This design comes from an exercise in tuning for small area, a short achievable clock period and few clock cycles per item on the open sky130 flow, not from production work.
RTL that was checked went through simulation tests only; none was proved equivalent to the original.

== job 101 ==
// polinomio
module polinomio(clk, inicio, reset, a, b, c, x, saida, pronto, livre);
Size: roughly 410 cells after synthesis, about 18 flip-flops, ~0.0042 mm² of cells after synthesis.
Settings: LEC_CHECK=0, CAP_MARGIN=20, CORE_MARGIN=2, CORE_UTILIZATION=40, SETUP_SLACK_MARGIN=3.2, SLEW_MARGIN=20, SYNTH_HIERARCHICAL=1; clock period 9.0 ns.
standard.sh (not shown) runs the stock make flow with config.mk's settings and CLKGATE_MAP_FILE= SYNTH_SCRIPT=/design/flow/synth_recipe.tcl, a recipe that flattens the netlist after the stock synthesis.
==> flow/flow/run.sh <==
#!/bin/bash
# Standard ORFS layout with two changes: the port buffers are
# sky130_fd_sc_hd__buf_1, and after the floorplan every combinational cell is
# set to its smallest drive strength (downsize.tcl), so that the later timing
# repair only upsizes the cells that need it.
set -euo pipefail
export BUFFER_PORTS_ARGS="-buffer_cell sky130_fd_sc_hd__buf_1"
bash standard.sh floorplan > floorplan.log 2>&1
R=orfs/results/$FLOW_PLATFORM/polinomio/base
openroad -no_init -exit flow/downsize.tcl > downsize.log 2>&1
bash standard.sh finish > finish.log 2>&1
==> flow/flow/downsize.tcl <==
# Set each combinational cell of the floorplan to the smallest drive strength
# of its function (same name with _1, or _0 where that exists).
set r orfs/results/$::env(FLOW_PLATFORM)/polinomio/base
foreach lib [glob $::env(FLOW_HOME)/platforms/$::env(FLOW_PLATFORM)/lib/*tt*.lib] { read_liberty $lib }
read_db $r/2_floorplan.odb
set n 0
foreach inst [[ord::get_db_block] getInsts] {
  set m [[$inst getMaster] getName]
  if {![regexp {^(sky130_fd_sc_hd__)(mux2i?|a\w+|o\w+|nand\w*|nor\w*|and\w*|or\w*|xor\w*|xnor\w*|inv|ha|fa)_(\d+)$} $m -> pre fn sz]} { continue }
  if {$sz <= 1} { continue }
  foreach s {1} {
    set cand ${pre}${fn}_$s
    if {[[ord::get_db] findMaster $cand] ne "NULL"} {
      if {[catch {replace_cell [$inst getName] $cand} err]} { puts "skip [$inst getName]: $err" } else { incr n; puts "[$inst getName] $m -> $cand" }
      break
    }
  }
}
puts "downsized $n cells"
write_db $r/2_floorplan.odb
The final layout from job 101, which completed every stage, passed the timing, design-rule and antenna checks at the end of the flow.
Testbench counts of job 101, summed over its fixed seeds: cycles 6,400, items 3,200.
### job 101 -> job 102
--- a/flow/design.v
+++ b/flow/design.v
@@ -453,50 +453,58 @@
     wire G382;
     ao21_cell a382(g[6], p[6], G381, G382);
     wire G383;
     ao21_cell a383(g[7], p[7], G382, G383);
     wire G384;
     ao21_cell a384(g[8], p[8], G383, G384);
     wire G385;
     ao21_cell a385(g[9], p[9], G384, G385);
     wire G386;
     ao21_cell a386(g[10], p[10], G385, G386);
     wire G387;
     ao21_cell a387(g[11], p[11], G386, G387);
-    wire C388;
-    ao21_cell a388(g[12], p[12], G387, C388);
+    wire G388;
     wire G389;
-    wire G390;
-    ao21_cell a390(g[13], p[13], g[12], G390);
-    wire P391;
-    and2_cell n391(p[13], p[12], P391);
-    ao21_cell a389(G390, P391, G387, G389);
-    wire C392;
-    ao21_cell a392(g[14], p[14], G389, C392);
+    ao21_cell a389(g[12], p[12], g[11], G389);
+    wire P390;
+    and2_cell n390(p[12], p[11], P390);
+    ao21_cell a388(G389, P390, G386, G388);
+    wire G391;
+    wire G392;
+    ao21_cell a392(g[13], p[13], g[12], G392);
+    wire P393;
+    and2_cell n393(p[13], p[12], P393);
+    ao21_cell a391(G392, P393, G387, G391);
+    wire G394;
+    wire G395;
+    ao21_cell a395(g[14], p[14], g[13], G395);
+    wire P396;
+    and2_cell n396(p[14], p[13], P396);
+    ao21_cell a394(G395, P396, G388, G394);
     assign y[0] = p[0];
     xor_cell sn1(p[1], g[0], y[1]);
     xor_cell sn2(p[2], G377, y[2]);
     xor_cell sn3(p[3], G378, y[3]);
     xor_cell sn4(p[4], G379, y[4]);
     xor_cell sn5(p[5], G380, y[5]);
     xor_cell sn6(p[6], G381, y[6]);
     xor_cell sn7(p[7], G382, y[7]);
     xor_cell sn8(p[8], G383, y[8]);
     xor_cell sn9(p[9], G384, y[9]);
     xor_cell sn10(p[10], G385, y[10]);
     xor_cell sn11(p[11], G386, y[11]);
     xor_cell sn12(p[12], G387, y[12]);
-    xor_cell sn13(p[13], C388, y[13]);
-    xor_cell sn14(p[14], G389, y[14]);
-    xor_cell sn15(p[15], C392, y[15]);
+    xor_cell sn13(p[13], G388, y[13]);
+    xor_cell sn14(p[14], G391, y[14]);
+    xor_cell sn15(p[15], G394, y[15]);
 endmodule
 module fa_cell(a, b, c, s, co);
     input a, b, c;
     output s, co;
     assign s = a ^ b ^ c;
     assign co = (a & b) | (a & c) | (b & c);
 endmodule
 module xnor_cell(a, b, y);
     input a, b;
     output y;
     assign y = ~(a ^ b);
 endmodule
@@ -511,24 +519,35 @@
     assign y = ~(a | b);
 endmodule
 module xor_cell(a, b, y);
     input a, b;
     output y;
     assign y = a ^ b;
 endmodule
 module and2_cell(a, b, y);
     input a, b;
     output y;
     assign y = a & b;
 endmodule
+module booth_enc(x1, x0, xm1, one, two);
+    input x1, x0, xm1;
+    output one, two;
+    assign one = x0 ^ xm1;
+    assign two = (x1 & ~x0 & ~xm1) | (~x1 & x0 & xm1);
+endmodule
+module booth_sel(one, mj, two, mjm1, neg, ppn);
+    input one, mj, two, mjm1, neg;
+    output ppn;
+    assign ppn = ~(((one & mj) | (two & mjm1)) ^ neg);
+endmodule
 module ao21_cell(a, b, c, y);
     input a, b, c;
     output y;
     assign y = a | (b & c);
 endmodule
 module polinomio(clk, inicio, reset, a, b, c, x, saida, pronto, livre);
     input clk;
     input inicio;
     input reset;
     input [15:0] a;
     input [15:0] b;
     input [15:0] c;
Findings:
Per the comparison of job 102 with job 101, multi-input combinational area share higher; area after synthesis higher; fraction of met1 tracks used by global routing lower; cell count after placement higher; core utilization higher.
Function not checked in job 102: the RTL went through the layout flow alone.

[afterwards: timing with drivers on the ports]
How much do the figures lean on ideal ports? The routed layouts below were timed once more, with nothing changed but the port constraints. Step 1 assumes that a clkbuf_16 drives the clock port and a buf_2 every other input. Step 2 adds t to the input delays and takes it off the output delays; t is the mean of the earliest and latest rising clock arrival at the registers after step 1. Input paths then give back, and output paths get back, about the clock's delay inside the block. Three values: ideal, step 1, step 2; two values: the first two.
run | t (ns) | slack for setup (ns) | hold WS [ns] | worst register clock-pin slew, ns
job 101 | 0.298 | 3.347 / 3.345 / 3.047 | 0.621 / 0.621 / 0.621 | 0.08 / 0.08
job 102 | 0.288 | 3.302 / 3.308 / 3.019 | 0.512 / 0.512 / 0.512 | 0.08 / 0.08
After both steps every run listed still meets setup and hold. For job 101, which loses most, drivers alone change the setup slack by -0.002 ns; drivers and shift together by -0.300 ns.
